From an optimization exercise on the open Yosys and OpenROAD flow, aimed at small area; shortcuts taken in it are not production practice. In this exercise RTL edits were held to simulation tests only and were not proved equivalent to the original. Power and IR drop assume default switching activity.

===== config.mk =====
export PLATFORM = sky130hd
export DESIGN_NAME = uy
export DESIGN_NICKNAME = uy
export VERILOG_FILES = /design/flow/design.v
export SDC_FILE = /design/flow/constraint.sdc
export NUM_CORES = 4
export LEC_CHECK = 0
export CAP_MARGIN = 20
export CORE_MARGIN = 2
export CORE_UTILIZATION = 40
export SLEW_MARGIN = 20

===== constraint.sdc =====
create_clock -name core_clock -period 10.0 [get_ports {clk}]
set_input_delay 2.0000 -clock core_clock [delete_from_list [all_inputs] [get_ports {clk}]]
set_output_delay 2.0000 -clock core_clock [all_outputs]
set_load 0.01 [all_outputs]

===== design.v =====
module uy(counter1,counter2,counter3,counter4,counter5,counter6,counter7,counter8,control,control2,control3,control4,display,display2,display3,display4,clk,reset,s1,s2,s3,s4,s5,s6,s7,s8,s9);
input clk,reset,s1,s2,s3,s4,s5,s6,s7,s8,s9;
output reg [3:0]control;
output reg [3:0]control2;
output reg [3:0]control3;
output reg [3:0]control4;
output reg [7:0]display;
output reg [7:0]display2;
output reg [7:0]display3;
output reg [7:0]display4;
output reg [3:0]counter1;
output reg [3:0]counter2;
output reg [3:0]counter3;
output reg [3:0]counter4;
output reg [3:0]counter5;
output reg [4:0]counter6;
output reg [4:0]counter7;
output reg [4:0]counter8;
localparam integer DIV = 10;
reg clkms,flag1,flag2,flag3,flag4;
integer temp1;
wire tick;
assign tick = (temp1 == DIV-1) && (clkms == 1'b0);
always@(posedge clk)
begin
if(reset==1'b1)
begin
temp1<=0;
clkms<=1'b0;
end
else if(temp1 == DIV-1)
begin
clkms<=~clkms;
temp1<=0;
end
else
temp1<=temp1+1;
end
always@(posedge clk)
begin
if(reset==1'b1)
begin
counter1=4'd0;
counter2=4'd0;
counter3=4'd0;
counter4=4'd0;
counter5=4'd0;
counter6=5'd0;
counter7=5'd0;
counter8=5'd0;
flag1=1'b0;
flag2=1'b0;
flag3=1'b0;
flag4=1'b0;
control=4'b1111;
control2=4'b1111;
control3=4'b1111;
control4=4'b1111;
display=8'b00000000;
display2=8'b00000000;
display3=8'b00000000;
display4=8'b00000000;
end
else if(tick)
begin
if(s1==1'b1)
begin
begin
counter1=counter1+1;
counter2=counter2+1;
counter3=counter3+1;
counter4=counter4+1;
counter5=counter5+1;
counter6=counter6+1;
counter7=counter7+1;
counter8=counter8+1;
end
if(counter1==4'b0001 && s2==1'b1)
begin
flag1=1'b1;
flag2=1'b0;
flag3=1'b0;
flag4=1'b0;
counter2=4'b0000;
counter3=4'b0000;
counter4=4'b0000;
end
else if(counter2==4'b0001 && s3==1'b1)
begin
flag1=1'b0;
flag2=1'b1;
flag3=1'b0;
flag4=1'b0;
counter3=4'b0000;
counter1=4'b0000;
counter4=4'b0000;
end
else if(counter3==4'b0001 && s4==1'b1)
begin
counter1=4'b0000;
counter4=4'b0000;
counter2=4'b0000;
flag1=1'b0;
flag2=1'b0;
flag3=1'b1;
flag4=1'b0;
end
else if(counter4==4'b0001 && s5==1'b1)
begin
counter1=4'b0000;
counter2=4'b0000;
counter3=4'b0000;
flag1=1'b0;
flag2=1'b0;
flag3=1'b0;
flag4=1'b1;
end
else if(counter1 > 4'b0100)
begin
flag1=1'b0;
flag2=1'b0;
flag3=1'b0;
flag4=1'b0;
counter1=4'b0000;
counter2=4'b0000;
counter3=4'b0000;
counter4=4'b0000;
end
else if(s6==1'b1 && counter5 < 4'b1010)
begin
case(counter5)
4'd0: begin
control=4'b0111;
display=8'b11111100;
end
4'd1:begin
control=4'b0111;
display=8'b01100000;
end
4'd2:begin
control=4'b1011;
display=8'b11011010;
end
4'd3:begin
control=4'b1101;
display=8'b11110010;
end
4'd4:begin
control=4'b1110;
display=8'b01100110;
end
4'd5: begin
control=4'b1110;
display=8'b01100110;
end
4'd6:begin
control=4'b1101;
display=8'b11110010;
end
4'd7:begin
control=4'b1011;
display=8'b11011010;
end
4'd8:begin
control=4'b0111;
display=8'b01100000;
end
endcase
end
else if(s7==1'b1 && counter6 < 5'b10010)
begin
case(counter6)
5'd0:begin
control=4'b0111;
display=8'b00000010;
end
5'd1:begin
control=4'b0111;
display=8'b00000010;
end
5'd2:begin
control=4'b1011;
display=8'b00000010;
end
5'd3:begin
control=4'b1101;
display=8'b00000010;
end
5'd4:begin
control=4'b1110;
display=8'b00000010;
end
5'd5:begin
control=4'b1111;
control2=4'b0111;
display2=8'b00000010;
end
5'd6:begin
control=4'b1111;
control2=4'b1011;
display2=8'b00000010;
end
5'd7:begin
control=4'b1111;
control2=4'b1101;
display2=8'b00000010;
end
5'd8:begin
control=4'b1111;
control2=4'b1110;
display2=8'b00000010;
end
5'd9:begin
control=4'b1111;
control2=4'b1111;
control3=4'b0111;
display3=8'b00000010;
end
5'd10:begin
control=4'b1111;
control2=4'b1111;
control3=4'b1011;
display3=8'b00000010;
end
5'd11:begin
control=4'b1111;
control2=4'b1111;
control3=4'b1101;
display3=8'b00000010;
end
5'd12:begin
control=4'b1111;
control2=4'b1111;
control3=4'b1110;
display3=8'b00000010;
end
5'd13:begin
control=4'b1111;
control2=4'b1111;
control3=4'b1111;
control4=4'b0111;
display4=8'b00000010;
end
5'd14:begin
control=4'b1111;
control2=4'b1111;
control3=4'b1111;
control4=4'b1011;
display4=8'b00000010;
end
5'd15:begin
control=4'b1111;
control2=4'b1111;
control3=4'b1111;
control4=4'b1101;
display4=8'b00000010;
end
5'd16:begin
control=4'b1111;
control2=4'b1111;
control3=4'b1111;
control4=4'b1110;
display4=8'b00000010;
end
5'd17:begin
control=4'b1111;
control2=4'b1111;
control3=4'b1111;
control4=4'b1111;
display4=8'b00000010;
counter6=5'd0;
end
endcase
end
else if(s8==1'b1 && counter7 < 5'b10010)
begin
case(counter7)
5'd0:begin
control=4'b0111;
display=8'b11000110;
end
5'd1:begin
control=4'b0111;
display=8'b11000110;
end
5'd2:begin
control=4'b1011;
display=8'b00111010;
end
5'd3:begin
control=4'b1101;
display=8'b11000110;
end
5'd4:begin
control=4'b1110;
display=8'b00111010;
end
5'd5:begin
control=4'b1111;
control2=4'b0111;
display2=8'b11000110;
end
5'd6:begin
control=4'b1111;
control2=4'b1011;
display2=8'b00111010;
end
5'd7:begin
control=4'b1111;
control2=4'b1101;
display2=8'b11000110;
end
5'd8:begin
control=4'b1111;
control2=4'b1110;
display2=8'b00111010;
end
5'd9:begin
control=4'b1111;
control2=4'b1111;
control3=4'b0111;
display3=8'b11000110;
end
5'd10:begin
control=4'b1111;
control2=4'b1111;
control3=4'b1011;
display3=8'b00111010;
end
5'd11:begin
control=4'b1111;
control2=4'b1111;
control3=4'b1101;
display3=8'b11000110;
end
5'd12:begin
control=4'b1111;
control2=4'b1111;
control3=4'b1110;
display3=8'b00111010;
end
5'd13:begin
control=4'b1111;
control2=4'b1111;
control3=4'b1111;
control4=4'b0111;
display4=8'b11000110;
end
5'd14:begin
control=4'b1111;
control2=4'b1111;
control3=4'b1111;
control4=4'b1011;
display4=8'b00111010;
end
5'd15:begin
control=4'b1111;
control2=4'b1111;
control3=4'b1111;
control4=4'b1101;
display4=8'b11000110;
end
5'd16:begin
control=4'b1111;
control2=4'b1111;
control3=4'b1111;
control4=4'b1110;
display4=8'b00111010;
end
5'd17:begin
control=4'b1111;
control2=4'b1111;
control3=4'b1111;
control4=4'b1111;
display4=8'b00000010;
counter6=5'd0;
end
endcase
end
else if(s9==1'b1 && counter8 < 5'b10011)
begin
case(counter7)
5'd0:begin
control=4'b0111;
display=8'b00001000;
end
5'd1:begin
control=4'b0111;
display=8'b00001000;
end
5'd2:begin
control=4'b0111;
display=8'b00000100;
end
5'd3:begin
control=4'b0111;
display=8'b10000000;
end
5'd4:begin
control=4'b0111;
display=8'b01000000;
end
5'd5:begin
control=4'b0111;
display=8'b00100000;
end
5'd6:begin
control=4'b1011;
display=8'b00000100;
end
5'd7:begin
control=4'b1011;
display=8'b10000000;
end
5'd8:begin
control=4'b1011;
display=8'b01000000;
end
5'd9:begin
control=4'b1101;
display=8'b00100000;
end
5'd10:begin
control=4'b1101;
display=8'b00000100;
end
5'd11:begin
control=4'b1101;
display=8'b10000000;
end
5'd12:begin
control=4'b1101;
display=8'b01000000;
end
5'd13:begin
control=4'b1101;
display=8'b00100000;
end
5'd14:begin
control=4'b1110;
display=8'b00100000;
end
5'd15:begin
control=4'b1110;
display=8'b00000100;
end
5'd16:begin
control=4'b1110;
display=8'b10000000;
end
5'd17:begin
control=4'b1110;
display=8'b01000000;
end
5'd18:begin
control=4'b1110;
display=8'b00100000;
counter8=4'd0;
end
endcase
end
if(flag1==1'b1 && s1==1'b1 && flag2==1'b0)
begin
control=4'b0111;
case(counter1)
4'd0:display=8'b11101110;
4'd1:display=8'b11111110;
4'd2:display=8'b10011100;
4'd3:display=8'b10011100;
4'd4:display=8'b11111100;
4'd5:display=8'b10011100;
4'd6:display=8'b10001110;
4'd7:display=8'b01101110;
4'd8:display=8'b01100000;
4'd9:display=8'b11111010;
endcase
end
else if(flag2==1'b1 && s1==1'b1 && flag1==1'b0)
begin
control=4'b1011;
case(counter2)
4'd0:display=8'b11101110;
4'd1:display=8'b11111110;
4'd2:display=8'b10011100;
4'd3:display=8'b10011100;
4'd4:display=8'b11111100;
4'd5:display=8'b10011100;
4'd6:display=8'b10001110;
4'd7:display=8'b01101110;
4'd8:display=8'b01100000;
4'd9:display=8'b11111010;
endcase
end
else if(flag3==1'b1 && s1==1'b1 && flag2==1'b0 )
begin
control=4'b1101;
case(counter3)
4'd0:display=8'b11101110;
4'd1:display=8'b11111110;
4'd2:display=8'b10011100;
4'd3:display=8'b10011100;
4'd4:display=8'b11111100;
4'd5:display=8'b10011100;
4'd6:display=8'b10001110;
4'd7:display=8'b01101110;
4'd8:display=8'b01100000;
4'd9:display=8'b11111010;
endcase
end
else if(flag4==1'b1 && s1==1'b1 && flag3==1'b0 )
begin
control=4'b1110;
case(counter4)
4'd0:display=8'b11101110;
4'd1:display=8'b11111110;
4'd2:display=8'b10011100;
4'd3:display=8'b10011100;
4'd4:display=8'b11111100;
4'd5:display=8'b10011100;
4'd6:display=8'b10001110;
4'd7:display=8'b01101110;
4'd8:display=8'b01100000;
4'd9:display=8'b11111010;
endcase
end
end
end
end
endmodule

===== run.sh =====
#!/bin/bash
# synth_recipe.tcl (not shown) runs the flow's synth.tcl, then flattens the netlist and writes it again
# the make line also repeats each setting of config.mk as NAME=value (left out here)
make -C /OpenROAD-flow-scripts/flow DESIGN_CONFIG=/design/flow/config.mk WORK_HOME=/design/flow/orfs CLKGATE_MAP_FILE= SYNTH_SCRIPT=/design/flow/synth_recipe.tcl finish

==> results by group <==
Synthesis
  • Post-synthesis instance total: 1,125
  • Yosys top cell by area: dfxtp_1
  • Average cell area after synthesis: 7.367 um^2
  • Compound-gate portion of the synthesized area: 27.88%
  • Top-count cell post-synth: nor2_1
  • Post-synth ARST share: 0%
  • Synth Cell Area: 8288 um^2
  • Top cell type's share of synthesized area: 25.36%
  • Seq cells post-synth: 105
  • Largest family of logic cells by synthesized area: simple AND/OR/NAND/NOR gates
  • EDFF count, synth: 0
  • Top post-synthesis cells by area: dfxtp_1, nor2_1, a21oi_1
  • Mux share of post-synthesis cell area: 2.204%
  • Distinct cell type count after synthesis: 96
  • Synth Area in Adders: 3.925%
  • Synth cell count leaders: nor2_1, dfxtp_1, nand2_1
  • Number of synthesis warnings: 1
  • Register area share after synthesis: 25.36%
  • Primary FF master, synth: dfxtp_1
  • Simple-Gate Fraction of Synth Area: 29.06%
  • Post-synthesis xor/xnor area fraction: 5.148%

STA
  • Final Cycle Share: 51.66%
  • Final Setup Violations: 0
  • Setup TNS: 0 ns
  • Actual slew at the worst max-slew pin: 0.9838 ns
  • Final Max Tran Viols: 0
  • Skew final: 0.01423 ns
  • Headroom to the max-slew limit: 33.85%
  • Peak Freq: 193.6 MHz
  • Final Hold Viols: 0
  • Minimum clock period: 5.166 ns
  • RSZ-0062 raised after global routing: false

Worst setup path
  • Critical Path Slowest Stage Cell: nand4_1
  • Top delay family on crit path: simple AND/OR/NAND/NOR gates
  • CP Max Fanout: 14
  • Setup crit end kind: flip-flop
  • CP Data Arrival Time: 5.42 ns
  • Worst-path cell chain: clkdlybuf4s50_1 > and2_1 > a22oi_4 > nand4_1 > nor2_1 > nand3_1 > nor3b_2 > nor2b_1 > a211o_1
  • R2r setup slk: 5.62 ns
  • FF-to-FF End: control4[1]
  • FF-to-FF Start: counter4[0]
  • Required @ worst endpoint: 10.26 ns
  • Kind of critical path: primary input to flip-flop
  • Buffer and inverter count on the worst path: 1
  • Startpoint types: primary input
  • Worst path max stage delay: 0.61 ns
  • Worst-case reg-to-reg path depth: 10

Finish
  • Fin util: 46.83%
  • Area grow syn2layout: 14.70%
  • Nets: 1,193
  • Multi-input logic area: 5684 um^2
  • FILL cells: 2,085
  • Antenna diodes: 0
  • Storage cell area: 2102 um^2
  • Layout cells sized above 1: 6.029%

Clock network
  • TritonCTS Sinks: 105
  • H-tree depth: 3
  • Post-CTS Setup Bufs: 0
  • Root buffer cell: clkbuf_16
  • Hold_buf cts: 0
  • CTS tree: built
  • TritonCTS Buffers: 9
  • Clock tree buffer depth: 2
  • Clk slew on worst S/H paths: 0.07 ns
  • Clk Latency, worst-skew pair: 0.37 ns
  • Post-cts resize count: 0

Routing
  • WL final: 25.41 mm
  • Drc violations: 0
  • Routed length per instance: 17.76 um
  • Starting DRT DRC Count: 852
  • Iteration count of the initial detailed-routing pass: 5
  • Via count: 8,483
  • Vias per inst: 5.928
  • Final ANT Viol Nets: 0

Power
  • Power Total: 0.0008458 W
  • Leakage power: 3.170 nW
  • VDD IR-drop max: 0.08047 mV
  • Cell area power density: 88.96 nW/um^2

Floorplanning
  • Die Height: 147.9 um
  • # IOs: 94
  • Cell Rows: 52
  • Initial core utilization: 40.83%
  • Die width: 147.9 um
  • Core area: 20,300 um^2
  • Die ar.: 21,890 um^2

Run
  • Max cap viols: 0

Global route
  • Initial antenna violation count: 0
  • Grt ovf: 0
  • Total global-route track usage: 23.23%
  • Global-route wire length before repair: 41.50 mm
  • Largest net degree at the start of global routing: 44
  • Vias in the first global route: 7,620

Status
  • Status: no timing/DRC/antenna violations

Worst hold path
  • WHS Endpoint: display2[1]
  • HP Start: display2[1]
  • Hold Crit Depth: 2
  • Worst Hold Class: flip-flop to flip-flop

Placed design
  • Routability cong.: 0.9004
  • IO Port Bufs: 90
  • HPWL Detailed: 18.60 mm
## per-layer routing
metal  wire [um]  track usage [%]  share of wire [%]
met1       11780            32.27                 46
met2       11730            37.56                 46
met3        1420            3.580                5.6
met4         486            6.429                1.9
met5           0                0                  0
## per-stage QoR
stage | setup slack [ns] | area, um^2 | std cells | hold slack, ns
floorplan | 5.855 | 8295 | 1127 | 0.4324
global placement | 4.275 | 9199 | 1415 | 0.4393
detailed placement | 4.177 | 9199 | 1415 | 0.4373
CTS | 4.564 | 9494 | 1431 | 0.4484
global route | 4.685 | 9507 | 1431 | 0.4865
finish | 4.834 | 9507 | 1431 | 0.4449
## how the worst max path moves through the flow
stage,startpoint,endpoint,slack (ns),cells after the start
after CTS,s5,control4[3],4.56,9
final,s5,control4[1],4.83,9
after global routing,s5,control4[0],4.68,9
after floorplan,s2,control[0],5.85,11
after detailed placement,s5,control4[3],4.18,9
after global placement,s5,control4[0],4.28,9
## worst register-to-register path, delay by kind of cell (launching register included)
family          cells  cell delay [ns]
compound gates      3             0.98
simple gates        6             2.21
flops               1             0.63
fa+ha+maj           1             0.46
## power breakdown
part / leakage, nW / switching, W / internal, W
Sequential: 0.847 / 0.00000161 / 0.000419
Clock: 0.147 / 0.000186 / 0.000177
Combinational: 2.18 / 0.0000426 / 0.0000199
## sequential cells by signal, summed over array words and instances, names as in the netlist, 5 cells and up
register,flops
temp1,32
display,8
counter6,5
counter7,5
counter8,5
## layout make-up
class | count | area share [%]
sequential | 105 | 22.11
clock inverter | 7 | 0.7370
multi-input combinational | 906 | 59.79
timing repair buffer | 97 | 9.976
inverter | 37 | 1.461
tap | 270 | 3.554
clock buffer | 9 | 2.369
## cells by family after synthesis
group	Yosys count
AO/OA/AOI/OAI	333
XOR/XNOR	47
adder cells (fa/ha/maj)	26
buffers and inverters	116
flip-flops	105
multiplexers	16
other	1
AND/OR/NAND/NOR	481
## cells in the final DEF, fill, tap and decap left out, types with 5 or more instances in the layout
master and n:
nor2_1 132, dfxtp_1 105, nand2_1 98, a21oi_1 96, clkdlybuf4s50_1 89, o21ai_0 53
nand3_1 47, nor3_1 43, inv_1 37, ha_1 26, xnor2_1 24, or3_1 23
xor2_1 21, nor2b_1 21, nand4_1 18, and3_1 16, and2_1 15, a31oi_1 15
a22oi_1 12, a211o_1 12, nand2b_1 11, nor4_1 9, mux2i_1 9, o211ai_1 9
o32ai_1 9, clkbuf_16 9, o21ai_1 7, a211oi_1 7, buf_4 7, nor4b_1 6
or2_2 6, o22ai_1 6, o31a_1 6, o221ai_1 6, o21bai_1 6, a22o_1 5
a221oi_1 5, o2111ai_1 5, a311oi_1 5, nor3b_1 5

-- re-timing with driven ports --
How much do the figures lean on ideal ports? The routed layout below was timed once more, with nothing changed but the port constraints.
Step 1 (the two cells are an assumption about what drives the block):
set clk [get_ports {clk}]
set_driving_cell -lib_cell sky130_fd_sc_hd__clkbuf_16 $clk
set_driving_cell -lib_cell sky130_fd_sc_hd__buf_2 [delete_from_list [all_inputs] $clk]
Step 2 also shifts input and output timing later by t, the mid clock arrival at the registers, as if the neighbouring blocks saw the same clock.
Three values: no drivers, after step 1, after step 2; two values: the first two.
shift t [ns]: 0.409
setup slack, ns: 4.834 / 4.853 / 4.444
worst hold slack (ns): 0.445 / 0.445 / 0.445
worst register clock-pin slew, ns: 0.08 / 0.08
After both steps setup and hold are still met in this run. For this run, drivers alone change the setup slack by +0.019 ns; drivers and shift together by -0.390 ns.
